Background: an optimization exercise with open tools, aiming at small area, a short achievable clock period and few clock cycles. Do not read the settings as production practice.
Only simulation tests tie the RTL to the original design; equivalence was not proved.
No activity file was given, so power comes from the tool's default toggle rates.

// MipsProcessor
module MipsProcessor(input clk, rst, output [31:0] imem_addr, input [31:0] imem_data,
                     output [31:0] dmem_addr, dmem_wdata, output dmem_we, dmem_re, input [31:0] dmem_rdata);
clock: 12.0 ns
lec_check: 0
cap_margin: 20
core_margin: 2
core_utilization: 60
place_density: 0.7
slew_margin: 20
synth_hierarchical: 1
standard.sh (not shown) runs the stock make flow with config.mk's settings and CLKGATE_MAP_FILE= SYNTH_SCRIPT=/design/flow/synth_recipe.tcl, a recipe that flattens the netlist after the stock synthesis.
==> flow/flow/run.sh <==
#!/bin/bash
# The standard synthesis and layout (standard.sh), with:
#  - ports buffered with buf_4 instead of the library's first buffer;
#  - larger clock-tree sink clusters and no dummy clock loads;
#  - after global routing, cells with ample slack are downsized (flow/downsize.tcl).
set -o pipefail
bash standard.sh \
  SETUP_SLACK_MARGIN=8.6 \
  TNS_END_PERCENT=5 \
  MATCH_CELL_FOOTPRINT=0 \
  "BUFFER_PORTS_ARGS=-buffer_cell sky130_fd_sc_hd__buf_4" \
  "CTS_ARGS=-sink_clustering_enable -repair_clock_nets -sink_clustering_size 25 -sink_clustering_max_diameter 80 -dont_use_dummy_load" \
  POST_GLOBAL_ROUTE_TCL=$PWD/flow/post_grt.tcl \
  finish > flow_make.log 2>&1
Other scripts of this flow, unchanged in this note and not shown: flow/flow/downsize.tcl, flow/flow/post_grt.tcl
Testbench counts at the start, summed over its fixed seeds: cycles 49,457.
==> next run, changes <==
--- a/flow/design.v
+++ b/flow/design.v
@@ -22,32 +22,32 @@
 	assign orop  = rtype && func[2];
 	assign slt   = (rtype && func[1]) || slti;
 endmodule
 module HazardUnit(input d_valid, rdrs, rdrt, input [4:0] rs, rt, input e_memread, input [4:0] e_rd, output stall);
 	assign stall = d_valid && e_memread && ((rdrs && rs == e_rd) || (rdrt && rt == e_rd));
 endmodule
 module ForwardUnit(input e_regwrite, input [4:0] e_rd, rs, rt, input jal, output fa, ft);
 	assign fa = e_regwrite && (e_rd == rs) && !jal;
 	assign ft = e_regwrite && (e_rd == rt);
 endmodule
-module RegFile(input clk, we, input [4:0] wa, input [31:0] wd_a, wd_b, input [31:1] s1, s2,
+module RegFile(input clk, we, input [4:0] wa, input [31:0] wd, input [31:1] s1, s2,
                output [31:0] rd1_n, rd2_n);
 	wire [32*31-1:0] q;
 	wire [31:1] wsel;
 	Dec5 My_WDec(.a(wa), .en(we), .y(wsel));
 	genvar k;
 	generate
 		for (k = 1; k < 32; k = k + 1) begin : r
 			reg [31:0] v;
 			always @(posedge clk)
 				if (wsel[k])
-					v <= (k < 16) ? wd_a : wd_b;
+					v <= wd;
 			assign q[(k-1)*32 +: 32] = v;
 		end
 	endgenerate
 	ReadPort My_RP1(.s(s1), .q(q), .y_n(rd1_n));
 	ReadPort My_RP2(.s(s2), .q(q), .y_n(rd2_n));
 endmodule
 module Dec5(input [4:0] a, input en, output [31:1] y);
 	genvar k;
 	generate
 		for (k = 1; k < 32; k = k + 1) begin : d
@@ -464,23 +464,23 @@
 	wire [4:0] d_rt = d_w[20:16];
 	wire [4:0] d_rd = d_w[15:11];
 	wire d_jal = !d_w[31] && d_w[28] && !d_w[29];
 	wire c_rtype, c_useimm, c_regwrite, c_memread, c_memwrite, c_beq, c_rdrs, c_rdrt, c_sub, c_and, c_or, c_slt;
 	Controller My_Controller(.op(d_w[31:26]), .func(d_w[5:0]), .jal(d_jal), .rtype(c_rtype), .useimm(c_useimm),
 	                         .regwrite(c_regwrite), .memread(c_memread), .memwrite(c_memwrite), .beq(c_beq),
 	                         .rdrs(c_rdrs), .rdrt(c_rdrt), .sub(c_sub), .andop(c_and), .orop(c_or), .slt(c_slt));
 	wire [4:0] d_dst = d_jal ? 5'd31 : (c_rtype ? d_rd : d_rt);
 	wire        m_regwrite;
 	wire [4:0]  m_rd;
-	wire [31:0] m_wd, m_wd_b;
+	wire [31:0] m_wd;
 	wire [31:0] rf1_n, rf2_n;
-	RegFile My_RegFile(.clk(clk), .we(m_regwrite), .wa(m_rd), .wd_a(m_wd), .wd_b(m_wd_b), .s1(d_s1), .s2(d_s2), .rd1_n(rf1_n), .rd2_n(rf2_n));
+	RegFile My_RegFile(.clk(clk), .we(m_regwrite), .wa(m_rd), .wd(m_wd), .s1(d_s1), .s2(d_s2), .rd1_n(rf1_n), .rd2_n(rf2_n));
 	wire byp1 = m_regwrite && (m_rd == d_rs);
 	wire byp2 = m_regwrite && (m_rd == d_rt);
 	wire sa_jal = d_jal;
 	wire sa_rd  = !d_jal && byp1 && m_memread;
 	wire sa_res = !d_jal && byp1 && !m_memread;
 	wire sa_rf_n = d_jal || byp1;
 	wire sb_rd  = byp2 && m_memread;
 	wire sb_res = byp2 && !m_memread;
 	wire sb_rf_n = byp2;
 	wire [31:0] jalv = {pc[31:26], d_w[25:0]};
@@ -553,19 +553,18 @@
 	always @(posedge clk) begin
 		m_re_o <= e_memread;
 		m_rd_r <= e_rd;
 		m_res  <= res;
 		m_sd   <= sd;
 	end
 	assign m_regwrite = m_regwrite_r;
 	assign m_rd = m_rd_r;
 	generate
 		for (i = 0; i < 32; i = i + 1) begin : wdm
-			C_MUX2 My_WA(.a0(m_res[i]), .a1(dmem_rdata[i]), .s(m_memread), .y(m_wd[i]));
-			C_MUX2 My_WB(.a0(m_res[i]), .a1(dmem_rdata[i]), .s(m_memread), .y(m_wd_b[i]));
+			C_MUX2 My_W(.a0(m_res[i]), .a1(dmem_rdata[i]), .s(m_memread), .y(m_wd[i]));
 		end
 	endgenerate
 	assign dmem_addr  = m_res;
 	assign dmem_wdata = m_sd;
 	assign dmem_we    = m_memwrite;
 	assign dmem_re    = m_re_o;
 endmodule
The changed run passed the timing, DRC and antenna checks.
Fmax came out lower slightly.
Routed wire length stays flat.
Worst setup slack gets worse by 36 ps.
Non-clock buffer count came out higher by 16.
Area after synthesis came out lower slightly.
Clock skew is about the same.
Hold slack gets better by 16 ps.
Die area came out lower slightly.
Total power came out lower slightly.
Testbench counts after the change, summed over its fixed seeds: cycles 49,457.

[re-timing with driven ports]
The flow's constraints put no driver on any port. The routed layouts listed below were extracted and timed again, unchanged, in two steps.
Step 1 (the two cells are an assumption about what drives the block):
set clk [get_ports {clk}]
set_driving_cell -lib_cell sky130_fd_sc_hd__clkbuf_16 $clk
set_driving_cell -lib_cell sky130_fd_sc_hd__buf_2 [delete_from_list [all_inputs] $clk]
Step 2 adds t to the input delays and takes it off the output delays; t is the mean of the earliest and latest rising clock arrival at the registers after step 1. Input paths then give back, and output paths get back, about the clock's delay inside the block.
Slacks: no drivers / after step 1 / after step 2; pairs: no drivers / after step 1.
| run | t (ns) | slack for setup (ns) | worst setup path at the end | worst register clock-pin slew, ns |
|---|---|---|---|---|
| the first run | 0.766 | 8.237 / 8.166 / 7.643 | input to register | 0.11 / 0.11 |
| the second run | 0.762 | 8.201 / 8.124 / 7.770 | input to register | 0.10 / 0.10 |
After both steps every run listed still meets setup and hold. The setup slack of the first run, which loses most, moves by -0.071 ns with the drivers and by -0.594 ns with both steps.
